Context: an optimization exercise on an open-source flow, tuned for small area. The choices shown serve that exercise and are no tape-out recipe. The RTL was checked by simulation tests, not by an equivalence proof against the original design. Power figures rest on the tool's default switching activity, not on a simulated workload.

== before ==
==> flow/design.v <==
`timescale 1ns / 1ps
module ackerchip (
  input  wire        clock,
  input  wire        reset,                    
  input  wire        rs232_Data_out_valid,
  input  wire [7:0]  rs232_Data_out,
  input  wire        rs232_Ready_for_Data_in,
  output wire        rs232_Data_in_valid,
  output wire [7:0]  rs232_Data_in,
  input  wire        adc_Data_out_valid,
  input  wire [13:0] adc_Data_out_ch0,
  input  wire [13:0] adc_Data_out_ch1,
  output wire        oc_rotation_on,
  output wire        oc_power,
  output wire        oc_action,
  output wire        pwm_out
);
reg  [7:0] count;
reg        pwm_q;
reg  [7:0] distance;
reg        power;
reg pwm_gt;
integer gi;
always @(*) begin
  pwm_gt = 1'b0;
  for (gi = 0; gi < 8; gi = gi + 1)
    pwm_gt = count[gi] ? (distance[gi] & pwm_gt) : (distance[gi] | pwm_gt);
end
always @(posedge clock) begin
  if (reset == 1'b0) count <= 8'd0;
  else               count <= count + 8'd1;
  pwm_q <= pwm_gt & power;
end
assign pwm_out = pwm_q;
reg F;
always @(posedge clock)
  if (reset == 1'b0)  F <= 1'b1;
  else if (count[2])  F <= 1'b0;
wire intro = F & (count[2:0] == 3'd0);    
wire first = F & (count[2:0] != 3'd0);    
wire [1:0] s = count[1:0] - 2'd1;          
reg [16:0] T0, T1, T2, T3;
reg [3:0]  K0, K1, K2, K3;
reg        D0, D1, D2, D3;                
reg        set_v;                          
wire [3:0] set_k;
wire [1:0] set_s;
reg  [7:0] delay;
wire       delay_done = (delay == 8'd0);
reg  [1:0] da_st;                          
wire       da_ready = ~da_st[1];
wire [3:0]  ho = T0[16:13];
wire [12:0] hi = T0[12:0];
wire hi_z = (hi == 13'd0);
wire ho_z = (ho == 4'd0);
wire tdone = hi_z & ho_z;
wire sample = ~F & adc_Data_out_valid & da_ready & tdone & delay_done;
reg [12:0] ldef, ldef1;
always @(*) begin
  case (s)
    2'd0: begin ldef = 13'd2353; ldef1 = 13'd4707; end    
    2'd1: begin ldef = 13'd1574; ldef1 = 13'd3149; end    
    2'd2: begin ldef = 13'd7127; ldef1 = 13'd6063; end    
    default: begin ldef = 13'd5175; ldef1 = 13'd2159; end  
  endcase
end
wire hi_fb = (hi[12] ^ hi[3] ^ hi[2] ^ hi[0]) & (hi[11:0] != 12'd0);
wire [12:0] hi_step = {hi[11:0], hi_fb};
wire wrap = hi_z & ~ho_z;
wire [12:0] i_dec = hi_step | (wrap ? 13'd676 : 13'd0);    
wire [3:0]  o_dec = wrap ? ho - 4'd1 : ho;
reg [16:0] t_new;
always @(*) begin
  if (first)       t_new = {4'd0, ldef1};
  else if (sample) t_new = D0 ? {4'd0, ldef} : {K0, 13'd0};
  else             t_new = {o_dec, i_dec};
end
wire [1:0] wslot = set_s - count[1:0];
wire w0 = set_v & (wslot == 2'd0);
wire w1 = set_v & (wslot == 2'd1);
wire w2 = set_v & (wslot == 2'd2);
wire w3 = set_v & (wslot == 2'd3);
always @(posedge clock) begin
  T0 <= T1; T1 <= T2; T2 <= T3; T3 <= t_new;
  K0 <= w0 ? set_k : K1;
  K1 <= w1 ? set_k : K2;
  K2 <= w2 ? set_k : K3;
  K3 <= w3 ? set_k : K0;
  if (reset == 1'b0) begin
    D0 <= 1'b1; D1 <= 1'b1; D2 <= 1'b1; D3 <= 1'b1;
  end else begin
    D0 <= ~w0 & D1;
    D1 <= ~w1 & D2;
    D2 <= ~w2 & D3;
    D3 <= ~w3 & D0;
  end
  delay <= (intro | sample) ? 8'd35 : {delay[6:0], (delay[7] ^ delay[5] ^ delay[4] ^ delay[3]) & (delay[6:0] != 7'd0)};   
end
reg [13:0] sdata;
reg [1:0]  stype;
reg        tx_valid;
reg [7:0]  tx_data;
wire [5:0] t6 = sdata[13:8];
wire t6_z  = (t6 == 6'd0);
wire send0 = (da_st == 2'd3) & rs232_Ready_for_Data_in;
wire send1 = (da_st == 2'd2) & rs232_Ready_for_Data_in & t6_z;
always @(posedge clock) begin
  if (sample) begin
    sdata <= s[0] ? adc_Data_out_ch1 : adc_Data_out_ch0;
    stype <= s;
  end else if (send0)
    sdata[13:8] <= 6'd10;
  else if (da_st == 2'd2)
    sdata[13:8] <= {t6[4:0], (t6[5] ^ t6[4]) & (t6[4:0] != 5'd0)};
  if (reset == 1'b0) begin
    da_st    <= 2'd0;
    tx_valid <= 1'b0;
    tx_data  <= 8'd0;
  end else begin
    case (da_st)
      2'd0: da_st <= sample ? 2'd1 : 2'd0;
      2'd1: da_st <= 2'd3;
      2'd3: da_st <= rs232_Ready_for_Data_in ? 2'd2 : 2'd3;
      default: da_st <= send1 ? 2'd0 : 2'd2;
    endcase
    tx_valid <= send0 | send1;
    if (send0)      tx_data <= {stype, sdata[13:8]};
    else if (send1) tx_data <= sdata[7:0];
  end
end
assign rs232_Data_in_valid = tx_valid;
assign rs232_Data_in       = tx_data;
reg        last_valid;
reg        rot;
reg  [1:0] q;
reg  [4:0] pump_time;
reg  [12:0] X;
reg  [7:0] last_pos;
reg        action;
wire rx   = rs232_Data_out_valid & ~last_valid;
assign set_k = X[8:5];
assign set_s = X[10:9];
wire [7:0] d = rs232_Data_out;
wire b0   = (q == 2'd0);
wire b1   = (q == 2'd1);
wire b2   = (q == 2'd3);
wire pump = (q == 2'd2) & ~rot;
wire pt_z = (pump_time == 5'd0);
wire px_z = (X[10:0] == 11'd0);
wire at_target = (last_pos == X[12:5]);
wire rt_e = (X[4:0] == 5'b00001);
wire px_fb = (X[10] ^ X[8]) & (X[9:0] != 10'd0);
wire [10:0] px_step = {X[9:0], px_fb} | (px_z ? 11'd13 : 11'd0);
always @(posedge clock) begin
  if (~q[1])
    X <= {d, 5'b00010};
  else if (rot) begin
    if (at_target) X[10:0] <= 11'd13;
    else           X[4:0]  <= {X[3:0], X[4] ^ X[2]};
  end else if (~q[0])
    X[10:0] <= px_step;
  if (b0)
    pump_time <= d[4:0];
  else if (pump & px_z & ~pt_z)
    pump_time <= pump_time - 5'd1;
  if (b2) distance <= d;
  if (reset == 1'b0) begin
    last_valid <= 1'b0;
    rot        <= 1'b0;
    q          <= 2'd0;
    last_pos   <= 8'd0;
    action     <= 1'b0;
    power      <= 1'b0;
    set_v      <= 1'b0;
  end else begin
    last_valid <= rs232_Data_out_valid;
    set_v      <= b0 & rx & (d[7:6] == 2'b01);
    power      <= pump & ~pt_z;
    if (b0)
      action <= rx & (d[7:5] == 3'b001);
    else if (pump & pt_z)
      action <= 1'b0;
    if (rot & rt_e & ~at_target) last_pos <= last_pos + 8'd1;
    case (q)
      2'd0: if (rx & (d[7:6] == 2'b00)) q <= 2'd1;
      2'd1: if (rx) q <= 2'd3;
      2'd3: if (rx) begin q <= 2'd2; rot <= 1'b1; end
      default:
        if (rot) begin
          if (at_target) rot <= 1'b0;
        end else if (pt_z) q <= 2'd0;
    endcase
  end
end
assign oc_rotation_on = rot;
assign oc_power       = power;
assign oc_action      = action;
endmodule
export LEC_CHECK = 0
export CAP_MARGIN = 20
export CORE_MARGIN = 2
export CORE_UTILIZATION = 60
export CTS_BUF_LIST = sky130_fd_sc_hd__clkbuf_8
export PLACE_DENSITY = 0.7
export SLEW_MARGIN = 20
create_clock -name core_clock -period 10.0 [get_ports {clock}]
standard.sh (not shown) runs the stock make flow with config.mk's settings and CLKGATE_MAP_FILE= SYNTH_SCRIPT=/design/flow/synth_recipe.tcl, a recipe that flattens the netlist after the stock synthesis.
==> flow/flow/run.sh <==
#!/bin/bash
# Own layout flow: the standard flow (standard synthesis unchanged), with
# the port buffers made from buf_1 cells and clock tree synthesis run without
# dummy loads. Each tool's output goes to the ORFS logs under orfs/logs; make's
# own output goes to standard.log in this folder.
set -euo pipefail
export BUFFER_PORTS_ARGS="-buffer_cell sky130_fd_sc_hd__buf_1"
export CTS_ARGS="-sink_clustering_enable -repair_clock_nets -dont_use_dummy_load -buf_list sky130_fd_sc_hd__clkbuf_8"
bash standard.sh > standard.log 2>&1
The inputs of after differ from those of before as listed below.
-- flow/design.v --
<<< before, line 20
reg  [7:0] distance;
reg        power;
reg pwm_gt;
integer gi;
always @(*) begin
  pwm_gt = 1'b0;
  for (gi = 0; gi < 8; gi = gi + 1)
    pwm_gt = count[gi] ? (distance[gi] & pwm_gt) : (distance[gi] | pwm_gt);
end
always @(posedge clock) begin
  if (reset == 1'b0) count <= 8'd0;
  else               count <= count + 8'd1;
  pwm_q <= pwm_gt & power;
end
assign pwm_out = pwm_q;
>>> after, line 20
reg  [7:0] distance;
reg        power;
always @(posedge clock) begin
  if (reset == 1'b0) count <= 8'd0;
  else               count <= count + 8'd1;
  pwm_q <= (distance > count) & power;
end
assign pwm_out = pwm_q;
<<< before, line 43
reg [3:0]  K0, K1, K2, K3;
reg        D0, D1, D2, D3;                
reg        set_v;                          
wire [3:0] set_k;
wire [1:0] set_s;
reg  [7:0] delay;
wire       delay_done = (delay == 8'd0);
>>> after, line 36
reg [3:0]  K0, K1, K2, K3;
reg        D0, D1, D2, D3;                
reg [3:0]  set_k;
reg [1:0]  set_s;
reg        set_v;
reg  [7:0] delay;
wire       delay_done = (delay == 8'd0);
<<< before, line 99
reg [13:0] sdata;
reg [1:0]  stype;
reg        tx_valid;
reg [7:0]  tx_data;
wire [5:0] t6 = sdata[13:8];
wire t6_z  = (t6 == 6'd0);
wire send0 = (da_st == 2'd3) & rs232_Ready_for_Data_in;
wire send1 = (da_st == 2'd2) & rs232_Ready_for_Data_in & t6_z;
always @(posedge clock) begin
  if (sample) begin
    sdata <= s[0] ? adc_Data_out_ch1 : adc_Data_out_ch0;
    stype <= s;
  end else if (send0)
    sdata[13:8] <= 6'd10;
  else if (da_st == 2'd2)
    sdata[13:8] <= {t6[4:0], (t6[5] ^ t6[4]) & (t6[4:0] != 5'd0)};
  if (reset == 1'b0) begin
    da_st    <= 2'd0;
>>> after, line 92
reg [13:0] sdata;
reg [1:0]  stype;
reg [5:0]  t6;
reg        tx_valid;
reg [7:0]  tx_data;
wire t6_z  = (t6 == 6'd0);
wire send0 = (da_st == 2'd2) & rs232_Ready_for_Data_in;
wire send1 = (da_st == 2'd3) & rs232_Ready_for_Data_in & t6_z;
always @(posedge clock) begin
  if (sample) begin
    sdata <= s[0] ? adc_Data_out_ch1 : adc_Data_out_ch0;
    stype <= s;
  end
  t6 <= (da_st == 2'd2) ? 6'd10 : {t6[4:0], (t6[5] ^ t6[4]) & (t6[4:0] != 5'd0)};   
  if (reset == 1'b0) begin
    da_st    <= 2'd0;
<<< before, line 120
    case (da_st)
      2'd0: da_st <= sample ? 2'd1 : 2'd0;
      2'd1: da_st <= 2'd3;
      2'd3: da_st <= rs232_Ready_for_Data_in ? 2'd2 : 2'd3;
      default: da_st <= send1 ? 2'd0 : 2'd2;
    endcase
    tx_valid <= send0 | send1;
>>> after, line 111
    case (da_st)
      2'd0: da_st <= sample ? 2'd1 : 2'd0;
      2'd1: da_st <= 2'd2;
      2'd2: da_st <= rs232_Ready_for_Data_in ? 2'd3 : 2'd2;
      default: da_st <= send1 ? 2'd0 : 2'd3;
    endcase
    tx_valid <= send0 | send1;
<<< before, line 139
reg        action;
wire rx   = rs232_Data_out_valid & ~last_valid;
assign set_k = X[8:5];
assign set_s = X[10:9];
wire [7:0] d = rs232_Data_out;
wire b0   = (q == 2'd0);
wire b1   = (q == 2'd1);
wire b2   = (q == 2'd3);
wire pump = (q == 2'd2) & ~rot;
wire pt_z = (pump_time == 5'd0);
wire px_z = (X[10:0] == 11'd0);
>>> after, line 130
reg        action;
wire rx   = rs232_Data_out_valid & ~last_valid;
wire [7:0] d = rs232_Data_out;
wire b0   = (q == 2'd0);
wire b1   = (q == 2'd1);
wire b2   = (q == 2'd2);
wire pump = (q == 2'd3) & ~rot;
wire pt_z = (pump_time == 5'd0);
wire px_z = (X[10:0] == 11'd0);
<<< before, line 158
    if (at_target) X[10:0] <= 11'd13;
    else           X[4:0]  <= {X[3:0], X[4] ^ X[2]};
  end else if (~q[0])
    X[10:0] <= px_step;
  if (b0)
>>> after, line 147
    if (at_target) X[10:0] <= 11'd13;
    else           X[4:0]  <= {X[3:0], X[4] ^ X[2]};
  end else if (q[0])
    X[10:0] <= px_step;
  if (b0)
<<< before, line 165
    pump_time <= pump_time - 5'd1;
  if (b2) distance <= d;
  if (reset == 1'b0) begin
    last_valid <= 1'b0;
>>> after, line 154
    pump_time <= pump_time - 5'd1;
  if (b2) distance <= d;
  set_k <= d[3:0];
  set_s <= d[5:4];
  if (reset == 1'b0) begin
    last_valid <= 1'b0;
<<< before, line 184
    case (q)
      2'd0: if (rx & (d[7:6] == 2'b00)) q <= 2'd1;
      2'd1: if (rx) q <= 2'd3;
      2'd3: if (rx) begin q <= 2'd2; rot <= 1'b1; end
      default:
        if (rot) begin
>>> after, line 175
    case (q)
      2'd0: if (rx & (d[7:6] == 2'b00)) q <= 2'd1;
      2'd1: if (rx) q <= 2'd2;
      2'd2: if (rx) begin q <= 2'd3; rot <= 1'b1; end
      default:
        if (rot) begin
### Flow results
Global-route wire length before repair delta (after − before): unfavourable. Diff before..after | initial core utilization | negligible. Fraction of the mapped netlist area in compound gates: higher on before. The lower share of the final layout cell area in sequential cells of after and before is in before. after vs before — per-cell via count in the routed design dropped slightly. On depth of the worst register-to-register path: between after and before, it ends up higher for before. before -> after: clock skew flat. Clock network fraction of design power (higher): after. Taking before as the reference, in after height of the die has increased; final cell area excluding filler cells now sits higher; setup slack has increased; internal power consumption saw an increase.

-- separate check: timing with driven ports --
In the flow no input, the clock included, has a driving cell. The finished layouts below were timed again as built, in two steps. Step 1 assumes that a clkbuf_16 drives the clock port and a buf_2 every other input. Step 2 times the ports against the registers' clock, not the clock port: input delays grow and output delays shrink by t, the midpoint of the rising clock arrivals with the driver on. Slacks: ideal ports / drivers / drivers and shift; pairs: ideal ports / drivers.
run | t (ns) | setup slack, ns | worst setup path after step 2 | worst data-port slew with drivers (ns) | cell pins on the clock port's net
before | 0.467 | 6.684 / 6.685 / 6.218 | input to register | 0.04 | 1
after | 0.476 | 6.712 / 6.710 / 6.243 | input to register | 0.03 | 1
After both steps every run listed still meets setup and hold. For after, which loses most, drivers alone change the setup slack by -0.002 ns; drivers and shift together by -0.469 ns.
